This is an optimization exercise on Yosys and OpenROAD, whose aim is small area, a short achievable clock period and few clock cycles per item, not a production implementation. Where RTL was checked, it was by simulation tests only, not by an equivalence proof against the original.

Setup of rev 12:
==> module V_CORDIC, before the edit <==
module V_CORDIC (
    input signed [31:0]      i_data_1,
    input signed [31:0]      i_data_2,
    input                    en,
    input                    rst,
    input                    clk,
    input         [31:0]     LUT,
    output        [31:0]     o_data_1,
    output        [31:0]     o_data_2,
    output        [31:0]     angle,
    output reg               done_flag,
    output        [4:0]      sel
);
    localparam [31:0] ANG0 = 32'h9C20A7BB;    
    reg        busy;
    reg [4:0]  cnt;           
    reg [32:0] x, y;
    reg [31:0] a;
    reg [32:0] hx, hy;
    reg        iter, mul, usehi, swp, last, minv;
    reg [3:0]  shx_lo, shx_hi;      
    reg [3:0]  shy_lo_n, shy_hi_n;  
    wire [4:0] cnt_n = busy ? cnt + 5'd1 : 5'd0;
    wire       iter_n = (cnt_n < 5'd15);
    reg  [3:0] sh_n;
    reg        minv_n;
    always @(*) begin
        minv_n = 1'b0;
        case (cnt_n)
        5'd15: begin sh_n = 4'd1; minv_n = 1'b1; end
        5'd16: begin sh_n = 4'd3; end
        5'd17: begin sh_n = 4'd4; minv_n = 1'b1; end
        5'd18: begin sh_n = 4'd2; end
        5'd19: begin sh_n = 4'd2; minv_n = 1'b1; end
        5'd20: begin sh_n = 4'd3; end
        5'd21: begin sh_n = 4'd3; end
        5'd22: begin sh_n = 4'd3; minv_n = 1'b1; end
        5'd23: begin sh_n = 4'd2; end
        default: sh_n = cnt_n[3:0];
        endcase
    end
    wire neg = y[31];
    wire xs = usehi ? x[32] : x[31];
    wire ys = usehi ? y[32] : y[31];
    wire signed [32:0] srcx = {ys, y[31:0]};
    wire signed [32:0] srcy = {xs, x[31:0]};
    wire [32:0] shx, shy;
    cordic_sra33 srx (.d(srcx), .s_lo(shx_lo), .s_hi(shx_hi), .q(shx));
    cordic_sra33 sry (.d(srcy), .s_lo(~shy_lo_n), .s_hi(~shy_hi_n), .q(shy));
    wire invx = (iter & neg)  | minv;
    wire invy = (iter & ~neg) | minv;
    wire cix  = iter & neg;
    wire ciy  = iter & ~neg;
    wire [32:0] ax = mul ? hx : {x[31], x[31:0]};
    wire [32:0] ay = mul ? hy : {y[31], y[31:0]};
    wire [32:0] sumx, sumy;
    cordic_add33 addx (.a(ax), .b(shx ^ {33{invx}}), .ci(cix), .s(sumx));
    cordic_add33 addy (.a(ay), .b(shy ^ {33{invy}}), .ci(ciy), .s(sumy));
    wire [31:0] suma = a + (LUT & {32{neg}});
    wire [32:0] x_n = !busy ? {i_data_1[31], i_data_1} : (swp ? sumy : sumx);
    wire [32:0] y_n = !busy ? {i_data_2[31], i_data_2} : (swp ? sumx : sumy);
    always @(posedge clk or posedge rst) begin
        if (rst) begin
            busy      <= 1'b0;
            cnt       <= 5'd0;
            done_flag <= 1'b0;
        end else begin
            done_flag <= busy & last;
            busy      <= busy ? ~last : en;
            cnt       <= cnt_n;
        end
    end
    always @(posedge clk) begin
        iter  <= iter_n;
        mul   <= (cnt_n >= 5'd15);
        usehi <= (cnt_n >= 5'd16);
        swp   <= (cnt_n >= 5'd14);
        last  <= (cnt_n == 5'd23);
        minv  <= minv_n;
        shx_lo   <= 4'b0001 << sh_n[1:0];
        shx_hi   <= 4'b0001 << sh_n[3:2];
        shy_lo_n <= ~(4'b0001 << sh_n[1:0]);
        shy_hi_n <= ~(4'b0001 << sh_n[3:2]);
        x     <= x_n;
        y     <= y_n;
        a     <= busy ? suma : ANG0;
        if (!mul) begin
            hx <= {sumx[31], sumx[31:0]};
            hy <= {sumy[31], sumy[31:0]};
        end
    end
    assign sel      = cnt;
    assign o_data_1 = y[32:1];
    assign o_data_2 = x[32:1];
    assign angle    = a;
endmodule
==> module cordic_sra33, before the edit <==
module cordic_sra33 (
    input  [32:0] d,
    input  [3:0]  s_lo,
    input  [3:0]  s_hi,
    output [32:0] q
);
    wire [44:0] de = {{12{d[32]}}, d};
    wire [32:0] t;
    wire [35:0] te = {{3{t[32]}}, t};
    genvar j;
    generate
        for (j = 0; j < 33; j = j + 1) begin : g
            assign t[j] = (s_hi[0] & de[j])     | (s_hi[1] & de[j + 4]) |
                          (s_hi[2] & de[j + 8]) | (s_hi[3] & de[j + 12]);
            assign q[j] = (s_lo[0] & te[j])     | (s_lo[1] & te[j + 1]) |
                          (s_lo[2] & te[j + 2]) | (s_lo[3] & te[j + 3]);
        end
    endgenerate
endmodule
Settings: LEC_CHECK=0, CAP_MARGIN=20, CORE_MARGIN=2, CORE_UTILIZATION=65, PLACE_DENSITY=0.8, SETUP_SLACK_MARGIN=5, SLEW_MARGIN=20; clock period 10.0 ns.
standard.sh (not shown) runs the stock make flow with config.mk's settings and CLKGATE_MAP_FILE= SYNTH_SCRIPT=/design/flow/synth_recipe.tcl, a recipe that flattens the netlist after the stock synthesis.
==> flow/flow/run.sh <==
#!/bin/bash
# Standard ORFS layout; port buffers use buf_1 instead of the default choice.
set -o pipefail
bash standard.sh 'BUFFER_PORTS_ARGS=-buffer_cell sky130_fd_sc_hd__buf_1' finish > standard.log 2>&1
Rev 12: PASS, flow complete, no timing, DRC or antenna violations
Relative to rev 12, the following input files were edited for rev 13:
-- flow/design.v --
<<< rev 12, line 44
    reg [32:0] hx, hy;
    reg        iter, mul, usehi, swp, last, minv;
    reg [3:0]  shx_lo, shx_hi;      
    reg [3:0]  shy_lo_n, shy_hi_n;  
    wire [4:0] cnt_n = busy ? cnt + 5'd1 : 5'd0;
    wire       iter_n = (cnt_n < 5'd15);
>>> rev 13, line 44
    reg [32:0] hx, hy;
    reg        iter, mul, usehi, swp, last, minv;
    reg [3:0]  shx_a, shy_a;
    wire [4:0] cnt_n = busy ? cnt + 5'd1 : 5'd0;
    wire       iter_n = (cnt_n < 5'd15);
<<< rev 12, line 70
    wire signed [32:0] srcx = {ys, y[31:0]};
    wire signed [32:0] srcy = {xs, x[31:0]};
    wire [32:0] shx, shy;
    cordic_sra33 srx (.d(srcx), .s_lo(shx_lo), .s_hi(shx_hi), .q(shx));
    cordic_sra33 sry (.d(srcy), .s_lo(~shy_lo_n), .s_hi(~shy_hi_n), .q(shy));
    wire invx = (iter & neg)  | minv;
    wire invy = (iter & ~neg) | minv;
>>> rev 13, line 69
    wire signed [32:0] srcx = {ys, y[31:0]};
    wire signed [32:0] srcy = {xs, x[31:0]};
    wire signed [32:0] shx  = srcx >>> shx_a;
    wire signed [32:0] shy  = srcy >>> (~shy_a);
    wire invx = (iter & neg)  | minv;
    wire invy = (iter & ~neg) | minv;
<<< rev 12, line 103
        last  <= (cnt_n == 5'd23);
        minv  <= minv_n;
        shx_lo   <= 4'b0001 << sh_n[1:0];
        shx_hi   <= 4'b0001 << sh_n[3:2];
        shy_lo_n <= ~(4'b0001 << sh_n[1:0]);
        shy_hi_n <= ~(4'b0001 << sh_n[3:2]);
        x     <= x_n;
        y     <= y_n;
>>> rev 13, line 101
        last  <= (cnt_n == 5'd23);
        minv  <= minv_n;
        shx_a <= sh_n;
        shy_a <= ~sh_n;
        x     <= x_n;
        y     <= y_n;
<<< rev 12, line 119
    assign o_data_2 = x[32:1];
    assign angle    = a;
endmodule
module cordic_sra33 (
    input  [32:0] d,
    input  [3:0]  s_lo,
    input  [3:0]  s_hi,
    output [32:0] q
);
    wire [44:0] de = {{12{d[32]}}, d};
    wire [32:0] t;
    wire [35:0] te = {{3{t[32]}}, t};
    genvar j;
    generate
        for (j = 0; j < 33; j = j + 1) begin : g
            assign t[j] = (s_hi[0] & de[j])     | (s_hi[1] & de[j + 4]) |
                          (s_hi[2] & de[j + 8]) | (s_hi[3] & de[j + 12]);
            assign q[j] = (s_lo[0] & te[j])     | (s_lo[1] & te[j + 1]) |
                          (s_lo[2] & te[j + 2]) | (s_lo[3] & te[j + 3]);
        end
    endgenerate
endmodule
module cordic_add33(input [32:0] a, input [32:0] b, input ci, output [32:0] s);
>>> rev 13, line 115
    assign o_data_2 = x[32:1];
    assign angle    = a;
endmodule
module cordic_add33(input [32:0] a, input [32:0] b, input ci, output [32:0] s);
[summary]
- Routed length on met3: rev 13 lower than rev 12
- In the flow results for rev 12 and rev 13, the final worst setup slack is smaller on rev 12.
- Rev 13 vs rev 12, capturing instance or port of the critical path: veccor.y[16] vs veccor.x[18]
- In the tables for rev 12 and rev 13, layout clock buffer count reads higher with rev 13.
- Rev 12 has a higher slew at the pin closest to its max-slew limit than rev 13.
- In rev 13, logic depth of the worst setup path including buffers is lower than in rev 12.
- Rev 13: die outline height higher than rev 12
- Going from rev 12 to rev 13, first-pass GRT wire length grew by a few percent.
- Going from rev 12 to rev 13, die area grew by a few percent.
- Between rev 12 and rev 13, the difference in initial standard-cell utilization of the core is negligible.
- Of rev 12 and rev 13, rev 12 shows the lower overall routing resource usage, with rev 13 above it.
Testbench counts of rev 13, summed over its fixed seeds: cycles 12,808, items 512.
Function not checked in rev 12: the RTL went through the layout flow alone.

---

== before ==
Another version of the RTL of V_CORDIC_Unit (not shown whole).
Size: about 2,000 cells after synthesis, ~200 flip-flops, roughly 16,000 sq um of cells after synthesis.
==> module V_CORDIC, before the edit <==
module V_CORDIC (
    input signed [31:0]      i_data_1,
    input signed [31:0]      i_data_2,
    input                    en,
    input                    rst,
    input                    clk,
    input         [31:0]     LUT,
    output        [31:0]     o_data_1,
    output        [31:0]     o_data_2,
    output        [31:0]     angle,
    output reg               done_flag,
    output        [4:0]      sel
);
    localparam [31:0] ANG0 = 32'h9C20A7BB;    
    reg        busy;
    reg [4:0]  cnt;           
    reg [32:0] x, y;
    reg [31:1] a;             
    reg [31:0] hx, hy;
    reg        iter, mul, usehi, last, minv;
    reg [3:0]  shx_lo, shx_hr, shy_lo_n, shy_hr_n;    
    reg [1:0]  shx_hm, shy_hm_n;                      
    wire [4:0] cnt_n  = busy ? cnt + 5'd1 : 5'd0;
    wire       iter_n = (cnt_n < 5'd15);
    reg  [3:0] sh_n;
    reg        minv_n;
    always @(*) begin
        minv_n = 1'b0;
        case (cnt_n)
        5'd15: begin sh_n = 4'd1; minv_n = 1'b1; end
        5'd16: begin sh_n = 4'd3; end
        5'd17: begin sh_n = 4'd4; minv_n = 1'b1; end
        5'd18: begin sh_n = 4'd2; end
        5'd19: begin sh_n = 4'd2; minv_n = 1'b1; end
        5'd20: begin sh_n = 4'd3; end
        5'd21: begin sh_n = 4'd3; end
        5'd22: begin sh_n = 4'd3; minv_n = 1'b1; end
        5'd23: begin sh_n = 4'd2; end
        default: sh_n = cnt_n[3:0];
        endcase
    end
    wire [3:0] lo_n = 4'b0001 << sh_n[1:0];
    wire [3:0] hi_n = 4'b0001 << sh_n[3:2];
    wire [3:0] hr_n = iter_n ? hi_n : 4'b0000;
    wire [1:0] hm_n = iter_n ? 2'b00 : hi_n[1:0];
    wire neg = y[31];
    wire xs = usehi ? x[32] : x[31];
    wire ys = usehi ? y[32] : y[31];
    wire [32:0] shx, shy;
    cordic_sra33 srx (.r({y[31], y[31:0]}), .m({xs, x[31:0]}),
                      .s_lo(shx_lo), .s_hr(shx_hr), .s_hm(shx_hm), .q(shx));
    cordic_sra33 sry (.r({x[31], x[31:0]}), .m({ys, y[31:0]}),
                      .s_lo(~shy_lo_n), .s_hr(~shy_hr_n), .s_hm(~shy_hm_n), .q(shy));
    reg  invx_l, invx_hn, invy_l, invy_hn, cix, ciy;
    wire [32:0] invxv = {{16{~invx_hn}}, {17{invx_l}}};
    wire [32:0] invyv = {{16{~invy_hn}}, {17{invy_l}}};
    wire [32:0] ax = mul ? {hx[31], hx} : {x[31], x[31:0]};
    wire [32:0] ay = mul ? {hy[31], hy} : {y[31], y[31:0]};
    wire [32:0] sumx, sumy;
    cordic_add33 addx (.a(ax), .b(shx ^ invxv), .ci(cix), .s(sumx));
    cordic_add33 addy (.a(ay), .b(shy ^ invyv), .ci(ciy), .s(sumy));
    wire [31:1] suma = a + (LUT[31:1] & {31{neg}});
    wire [32:0] y_n = busy ? sumy : {i_data_2[31], i_data_2};
    always @(posedge clk or posedge rst) begin
        if (rst) begin
            busy      <= 1'b0;
            cnt       <= 5'd0;
            done_flag <= 1'b0;
        end else begin
            done_flag <= busy & last;
            busy      <= busy ? ~last : en;
            cnt       <= cnt_n;
        end
    end
    always @(posedge clk) begin
        iter     <= iter_n;
        mul      <= ~iter_n;
        usehi    <= (cnt_n >= 5'd16);
        last     <= (cnt_n == 5'd23);
        minv     <= minv_n;
        shx_lo   <= lo_n;
        shx_hr   <= hr_n;
        shx_hm   <= hm_n;
        shy_lo_n <= ~lo_n;
        shy_hr_n <= ~hr_n;
        shy_hm_n <= ~hm_n;
        x        <= busy ? sumx : {i_data_1[31], i_data_1};
        y        <= y_n;
        invx_l   <= iter_n ? y_n[31]  : minv_n;
        invx_hn  <= ~(iter_n ? y_n[31]  : minv_n);
        invy_l   <= iter_n ? ~y_n[31] : minv_n;
        invy_hn  <= ~(iter_n ? ~y_n[31] : minv_n);
        cix      <= iter_n & y_n[31];
        ciy      <= iter_n & ~y_n[31];
        a        <= busy ? suma : ANG0[31:1];
        if (!mul) begin
            hx <= sumx[31:0];
            hy <= sumy[31:0];
        end
    end
    assign sel      = cnt;
    assign o_data_1 = x[32:1];
    assign o_data_2 = y[32:1];
    assign angle    = {a, 1'b1};
endmodule
clock: 10.0 ns
lec_check: 0
cap_margin: 20
core_margin: 2
core_utilization: 65
place_density: 0.8
slew_margin: 20
==> flow/flow/run.sh <==
#!/bin/bash
# Standard ORFS layout with two changes: port buffers are buf_1 cells, and
# repair_timing aims at a setup margin of 5.5 ns.
set -o pipefail
bash standard.sh 'BUFFER_PORTS_ARGS=-buffer_cell sky130_fd_sc_hd__buf_1' SETUP_SLACK_MARGIN=5.5 finish > standard.log 2>&1
before: done, clean on timing, DRC and antenna
Input changes introduced in after (baseline for comparison: before):
--- a/flow/design.v
+++ b/flow/design.v
@@ -73,22 +73,22 @@
     wire ys = usehi ? y[32] : y[31];
     wire [32:0] shx, shy;
     cordic_sra33 srx (.r({y[31], y[31:0]}), .m({xs, x[31:0]}),
                       .s_lo(shx_lo), .s_hr(shx_hr), .s_hm(shx_hm), .q(shx));
     cordic_sra33 sry (.r({x[31], x[31:0]}), .m({ys, y[31:0]}),
                       .s_lo(~shy_lo_n), .s_hr(~shy_hr_n), .s_hm(~shy_hm_n), .q(shy));
-    reg  invx_l, invx_hn, invy_l, invy_hn, cix, ciy;
-    wire [32:0] invxv = {{16{~invx_hn}}, {17{invx_l}}};
-    wire [32:0] invyv = {{16{~invy_hn}}, {17{invy_l}}};
+    wire invx = (iter & neg)  | minv;
+    wire invy = (iter & ~neg) | minv;
+    wire cix  = iter & neg;
+    wire ciy  = iter & ~neg;
     wire [32:0] ax = mul ? {hx[31], hx} : {x[31], x[31:0]};
     wire [32:0] ay = mul ? {hy[31], hy} : {y[31], y[31:0]};
     wire [32:0] sumx, sumy;
-    cordic_add33 addx (.a(ax), .b(shx ^ invxv), .ci(cix), .s(sumx));
-    cordic_add33 addy (.a(ay), .b(shy ^ invyv), .ci(ciy), .s(sumy));
+    cordic_add33 addx (.a(ax), .b(shx ^ {33{invx}}), .ci(cix), .s(sumx));
+    cordic_add33 addy (.a(ay), .b(shy ^ {33{invy}}), .ci(ciy), .s(sumy));
     wire [31:1] suma = a + (LUT[31:1] & {31{neg}});
-    wire [32:0] y_n = busy ? sumy : {i_data_2[31], i_data_2};
     always @(posedge clk or posedge rst) begin
         if (rst) begin
             busy      <= 1'b0;
             cnt       <= 5'd0;
             done_flag <= 1'b0;
         end else begin
@@ -107,19 +107,13 @@
         shx_hr   <= hr_n;
         shx_hm   <= hm_n;
         shy_lo_n <= ~lo_n;
         shy_hr_n <= ~hr_n;
         shy_hm_n <= ~hm_n;
         x        <= busy ? sumx : {i_data_1[31], i_data_1};
-        y        <= y_n;
-        invx_l   <= iter_n ? y_n[31]  : minv_n;
-        invx_hn  <= ~(iter_n ? y_n[31]  : minv_n);
-        invy_l   <= iter_n ? ~y_n[31] : minv_n;
-        invy_hn  <= ~(iter_n ? ~y_n[31] : minv_n);
-        cix      <= iter_n & y_n[31];
-        ciy      <= iter_n & ~y_n[31];
+        y        <= busy ? sumy : {i_data_2[31], i_data_2};
         a        <= busy ? suma : ANG0[31:1];
         if (!mul) begin
             hx <= sumx[31:0];
             hy <= sumy[31:0];
         end
     end
## What came out
- after vs. before: cell area saw little to no change; data required time at the worst endpoint saw a decrease; xor and xnor area share after synthesis saw a decrease.
- Comparing before with after, the number of endpoints failing setup at the final stage came out essentially unchanged.
- Result for before and after: all clean
- Synthesized cell count | after above before
- Summary of after over before: final cell count +0.73%, number of H-tree levels did not really move, placement-stage cell area moved up.
Testbench counts of after, summed over its fixed seeds: cycles 12,808, items 512.
For before, only the layout was checked, not whether the RTL still works.

==> port drivers added, routing unchanged <==
In the flow no input, the clock included, has a driving cell. The finished layouts below were timed again as built, in two steps.
Step 1: set_driving_cell puts a clkbuf_16 on clk and a buf_2 on each other input, an assumption about the parent block.
Step 2, shift: input delay + t, output delay - t, t = (earliest + latest rising clock arrival at the registers) / 2. This alone moves slack from input paths to output paths.
Slacks: no drivers / after step 1 / after step 2; pairs: no drivers / after step 1.
run	shift t [ns]	setup slack, ns	hold slack, ns	worst setup path at the end	worst slew at a driven data input, ns
rev 12	0.493	5.195 / 5.195 / 5.195	0.429 / 0.429 / 0.429	register to register	0.07
rev 13	0.484	5.216 / 5.216 / 5.216	0.467 / 0.467 / 0.467	register to register	0.07
before	0.494	5.618 / 5.618 / 5.618	0.460 / 0.460 / 0.460	register to register	0.04
after	0.498	5.679 / 5.679 / 5.679	0.447 / 0.447 / 0.447	register to register	0.05
After both steps every run listed still meets setup and hold.
